From an optimization exercise on the open Yosys and OpenROAD flow, aimed at small area, a short achievable clock period and few clock cycles; shortcuts taken in it are not production practice. Only simulation tests tie the RTL to the original design; equivalence was not proved. No activity file was given, so power comes from the tool's default toggle rates.

==> flow/design.v <==
module bk_add #(parameter int W = 40) (
    input  logic [W-1:0] a,
    input  logic [W-1:0] b,
    input  logic         ci,
    output logic [W-1:0] y,
    output logic         co
);
    localparam int L = (W < 2) ? 1 : (W < 4) ? 2 : (W < 8) ? 3 : (W < 16) ? 4 : (W < 32) ? 5 : (W < 64) ? 6 : 7;   
    logic [W:0] g [0:2*L];
    logic [W:0] p [0:2*L];
    always_comb begin
        g[0] = {a & b, ci};
        p[0] = {a ^ b, 1'b0};
        for (int l = 0; l < L; l++) begin
            g[l+1] = g[l];
            p[l+1] = p[l];
            for (int i = (2 << l) - 1; i <= W; i += (2 << l)) begin
                g[l+1][i] = g[l][i] | (p[l][i] & g[l][i - (1 << l)]);
                p[l+1][i] = p[l][i] & p[l][i - (1 << l)];
            end
        end
        for (int l = L - 2; l >= 0; l--) begin
            g[2*L-1-l] = g[2*L-2-l];
            p[2*L-1-l] = p[2*L-2-l];
            for (int i = (3 << l) - 1; i <= W; i += (2 << l)) begin
                g[2*L-1-l][i] = g[2*L-2-l][i] | (p[2*L-2-l][i] & g[2*L-2-l][i - (1 << l)]);
                p[2*L-1-l][i] = p[2*L-2-l][i] & p[2*L-2-l][i - (1 << l)];
            end
        end
        for (int i = 0; i < W; i++) y[i] = p[0][i+1] ^ g[2*L-1][i];
        co = g[2*L-1][W];
    end
endmodule
module inc_late #(parameter int W = 24) (
    input  logic [W-1:0] a,
    input  logic         ci,
    output logic [W-1:0] y
);
    logic [W-1:0] ones;    
    always_comb begin
        ones[0] = 1'b1;
        for (int i = 1; i < W; i++) ones[i] = ones[i-1] & a[i-1];
        y = a ^ (ones & {W{ci}});
    end
endmodule
module day03p2_top (
    input  logic        clk_i,
    input  logic        rst_ni,
    input  logic [3:0]  digit_i,
    input  logic        eol_i,
    output logic [63:0] result_o,
    output logic        ready_o
);
logic [11:0][3:0] s_q, s_d;
logic [11:0]      s_en;
logic [39:0] lo_q;        
logic [23:0] hi_q, hi_d;  
logic [3:0]  d_q;         
logic        busy_q;      
logic        flush_q;     
logic [10:0] mb_q;        
logic        tg_q;        
logic        fin_q;       
logic        hold_q;      
logic        done_q;      
logic [3:0]  add_q;       
logic        c_q;         
logic        dig, conv, nxt11;
logic [10:0] ms;
logic [11:1] lt, moved;
logic [9:0]  ma;
logic [47:0] r;
logic [39:0] a, b, y;
logic        co;
logic [3:0]  top;
logic [39:0] sum;
assign r     = s_q;
assign dig   = d_q != 4'd0;
assign conv  = busy_q;
assign nxt11 = mb_q[10];    
always_comb begin
    for (int i = 1; i < 12; i++) lt[i] = s_q[i] < s_q[i-1];
    moved[11] = lt[11];
    for (int i = 10; i >= 1; i--) moved[i] = moved[i+1] | lt[i];
    top = tg_q ? s_q[11] : 4'd0;
    for (int i = 0; i < 10; i++) ma[i] = mb_q[i] | add_q[0];
    for (int i = 0; i < 11; i++) ms[i] = mb_q[i] | done_q;
    for (int j = 0; j < 40; j++) begin
        a[j] = r[j] & ma[j/4];
        if (j >= 2) b[j] = (r[j-2] & mb_q[(j-2)/4]) | (lo_q[j] & add_q[1 + j/14]);
    end
    b[1] = top[2] | top[3] | (lo_q[1] & add_q[1]);
    b[0] = top[1] | top[3] | (lo_q[0] & add_q[1]);
end
bk_add #(.W(40)) u_add (.a(a), .b(b), .ci(top[3]), .y(y), .co(co));
assign sum = {y[38:0], top[0]};
inc_late #(.W(24)) u_inc (.a(hi_q), .ci(c_q), .y(hi_d));
always_comb begin
    s_d[0] = conv ? sum[3:0] : d_q;
    for (int i = 1; i < 12; i++)
        s_d[i] = (i < 10 ? sum[4*i +: 4] : 4'd0) | (ms[i-1] ? 4'd0 : s_q[i-1]);
    s_en[0] = (conv & ~hold_q) | (dig & (moved[1] | (d_q > s_q[0])));
    for (int i = 1; i < 12; i++) s_en[i] = (conv & ~hold_q) | (dig & moved[i]);
end
always_ff @(posedge clk_i or negedge rst_ni) begin
    if (!rst_ni) begin
        hi_q    <= 24'd0;
        busy_q  <= 1'b1;
        flush_q <= 1'b1;
        mb_q    <= 11'd0;
        done_q  <= 1'b0;
        tg_q    <= 1'b1;
        fin_q   <= 1'b0;
        hold_q  <= 1'b0;
        add_q   <= 4'd0;
        c_q     <= 1'b0;
    end else begin
        hi_q   <= hi_d;
        fin_q  <= nxt11;
        hold_q <= nxt11;
        add_q  <= {4{nxt11 & ~flush_q}};
        c_q    <= add_q[0] & co;
        tg_q   <= ~(nxt11 | fin_q);
        done_q <= fin_q;
        mb_q   <= (conv & ~nxt11 & ~fin_q & ~done_q) ? {mb_q[9:0], 1'b1} : 11'd0;
        if (conv) begin
            busy_q <= ~done_q;
            if (done_q) flush_q <= 1'b0;
        end else begin
            busy_q <= eol_i;
        end
    end
end
always_ff @(posedge clk_i) begin
    d_q  <= (busy_q | eol_i) ? 4'd0 : digit_i;
    if (fin_q) lo_q <= y;
    for (int i = 0; i < 12; i++) if (s_en[i]) s_q[i] <= s_d[i];
end
assign result_o = {hi_q, lo_q};
assign ready_o  = ~busy_q;
endmodule
==> flow/config.mk <==
export PLATFORM = sky130hd
export DESIGN_NAME = day03p2_top
export DESIGN_NICKNAME = day03p2_top
export VERILOG_FILES = /design/flow/design.v
export SDC_FILE = /design/flow/constraint.sdc
export NUM_CORES = 4
export LEC_CHECK = 0
export CAP_MARGIN = 20
export CORE_MARGIN = 2
export CORE_UTILIZATION = 40
export CTS_BUF_LIST = sky130_fd_sc_hd__clkbuf_4 sky130_fd_sc_hd__clkbuf_8
export CTS_CLUSTER_DIAMETER = 100
export CTS_CLUSTER_SIZE = 30
export SETUP_SLACK_MARGIN = 5
export SLEW_MARGIN = 20
==> flow/constraint.sdc <==
create_clock -name core_clock -period 8.0 [get_ports {clk_i}]
set_input_delay 1.6000 -clock core_clock [delete_from_list [all_inputs] [get_ports {clk_i}]]
set_output_delay 1.6000 -clock core_clock [all_outputs]
set_load 0.01 [all_outputs]
standard.sh (not shown) runs the stock make flow with config.mk's settings and CLKGATE_MAP_FILE= SYNTH_SCRIPT=/design/flow/synth_recipe.tcl, a recipe that flattens the netlist after the stock synthesis.
==> flow/flow/run.sh <==
#!/bin/bash
set -euo pipefail
export BUFFER_PORTS_ARGS="-buffer_cell sky130_fd_sc_hd__buf_1"
bash standard.sh finish > standard_flow.log 2>&1
The starting point passed the timing, design-rule and antenna checks.
Testbench counts at the start, summed over its fixed seeds: cycles 55,312.
Rerun with:
==> flow/run.sh (new file) <==
#!/bin/bash
# synth_recipe.tcl (not shown) runs the flow's synth.tcl, then flattens the netlist and writes it again
# the make line also repeats each setting of config.mk as NAME=value (left out here)
make -C /OpenROAD-flow-scripts/flow DESIGN_CONFIG=/design/flow/config.mk WORK_HOME=/design/flow/orfs CLKGATE_MAP_FILE= SYNTH_SCRIPT=/design/flow/synth_recipe.tcl finish
- CORE_UTILIZATION: 40 -> 60
- SETUP_SLACK_MARGIN: 5 -> 4.5
removed: flow/flow/run.sh
removed: flow/standard.sh
Result: The new run finished with timing, DRC and antenna clean; utilization increases by 23 points; global-route usage climbs by 8.9 points; sequential power is about the same; worst setup slack degrades by 0.076 ns; sequential share of layout area increases by 0.22 points; final cell count came out lower by 9.0%; total power came out lower by 0.96%; routed wire length barely changes; via count grows by 4.6%; clock-buffer cell count rises by 1.
Rerun with:
==> flow/flow/run.sh (new file) <==
#!/bin/bash
set -euo pipefail
export BUFFER_PORTS_ARGS="-buffer_cell sky130_fd_sc_hd__buf_2"
bash standard.sh finish > standard_flow.log 2>&1
==> flow/standard.sh (new file) <==
#!/bin/bash
# synth_recipe.tcl (not shown) runs the flow's synth.tcl, then flattens the netlist and writes it again
# the make line also repeats each setting of config.mk as NAME=value (left out here)
make -C /OpenROAD-flow-scripts/flow DESIGN_CONFIG=/design/flow/config.mk WORK_HOME=/design/flow/orfs CLKGATE_MAP_FILE= SYNTH_SCRIPT=/design/flow/synth_recipe.tcl "${@:-finish}"
- CORE_UTILIZATION: 60 -> 40
removed: flow/run.sh
Outcome:
- first-iteration DRC count falls by 33%
- register-to-register slack stays flat
- power falls by 0.84%
- wire length rises by 0.98%
- sequential share of layout area rises by 0.73 points
- setup slack got worse by 0.0098 ns
- design area falls by 2.0%
- via count falls by 5.0%
- synthesized area does not change
- synthesized cell count stays the same
- global-route usage falls by 9.2 points

==> re-timing with driven ports <==
In the flow no input, the clock included, has a driving cell. The finished layouts below were timed again as built, in two steps. Step 1 (the two cells are an assumption about what drives the block):
set clk [get_ports {clk_i}]
set_driving_cell -lib_cell sky130_fd_sc_hd__clkbuf_16 $clk
set_driving_cell -lib_cell sky130_fd_sc_hd__buf_2 [delete_from_list [all_inputs] $clk]
Step 2 also shifts input and output timing later by t, the mid clock arrival at the registers, as if the neighbouring blocks saw the same clock. Slacks: ideal / step 1 / step 2; pairs: ideal / step 1.
| run | t (ns) | setup slack, ns | hold WS [ns] | slew at the worst register clock pin (ns) | pins driven straight from the clock port |
|---|---|---|---|---|---|
| the first run | 0.502 | 4.665 / 4.665 / 4.665 | 0.474 / 0.474 / 0.474 | 0.10 / 0.10 | 1 |
| the second run | 0.496 | 4.588 / 4.588 / 4.588 | 0.471 / 0.471 / 0.471 | 0.08 / 0.08 | 1 |
| the third run | 0.488 | 4.578 / 4.578 / 4.578 | 0.477 / 0.477 / 0.477 | 0.09 / 0.09 | 1 |
After both steps setup and hold are still met in every run listed.
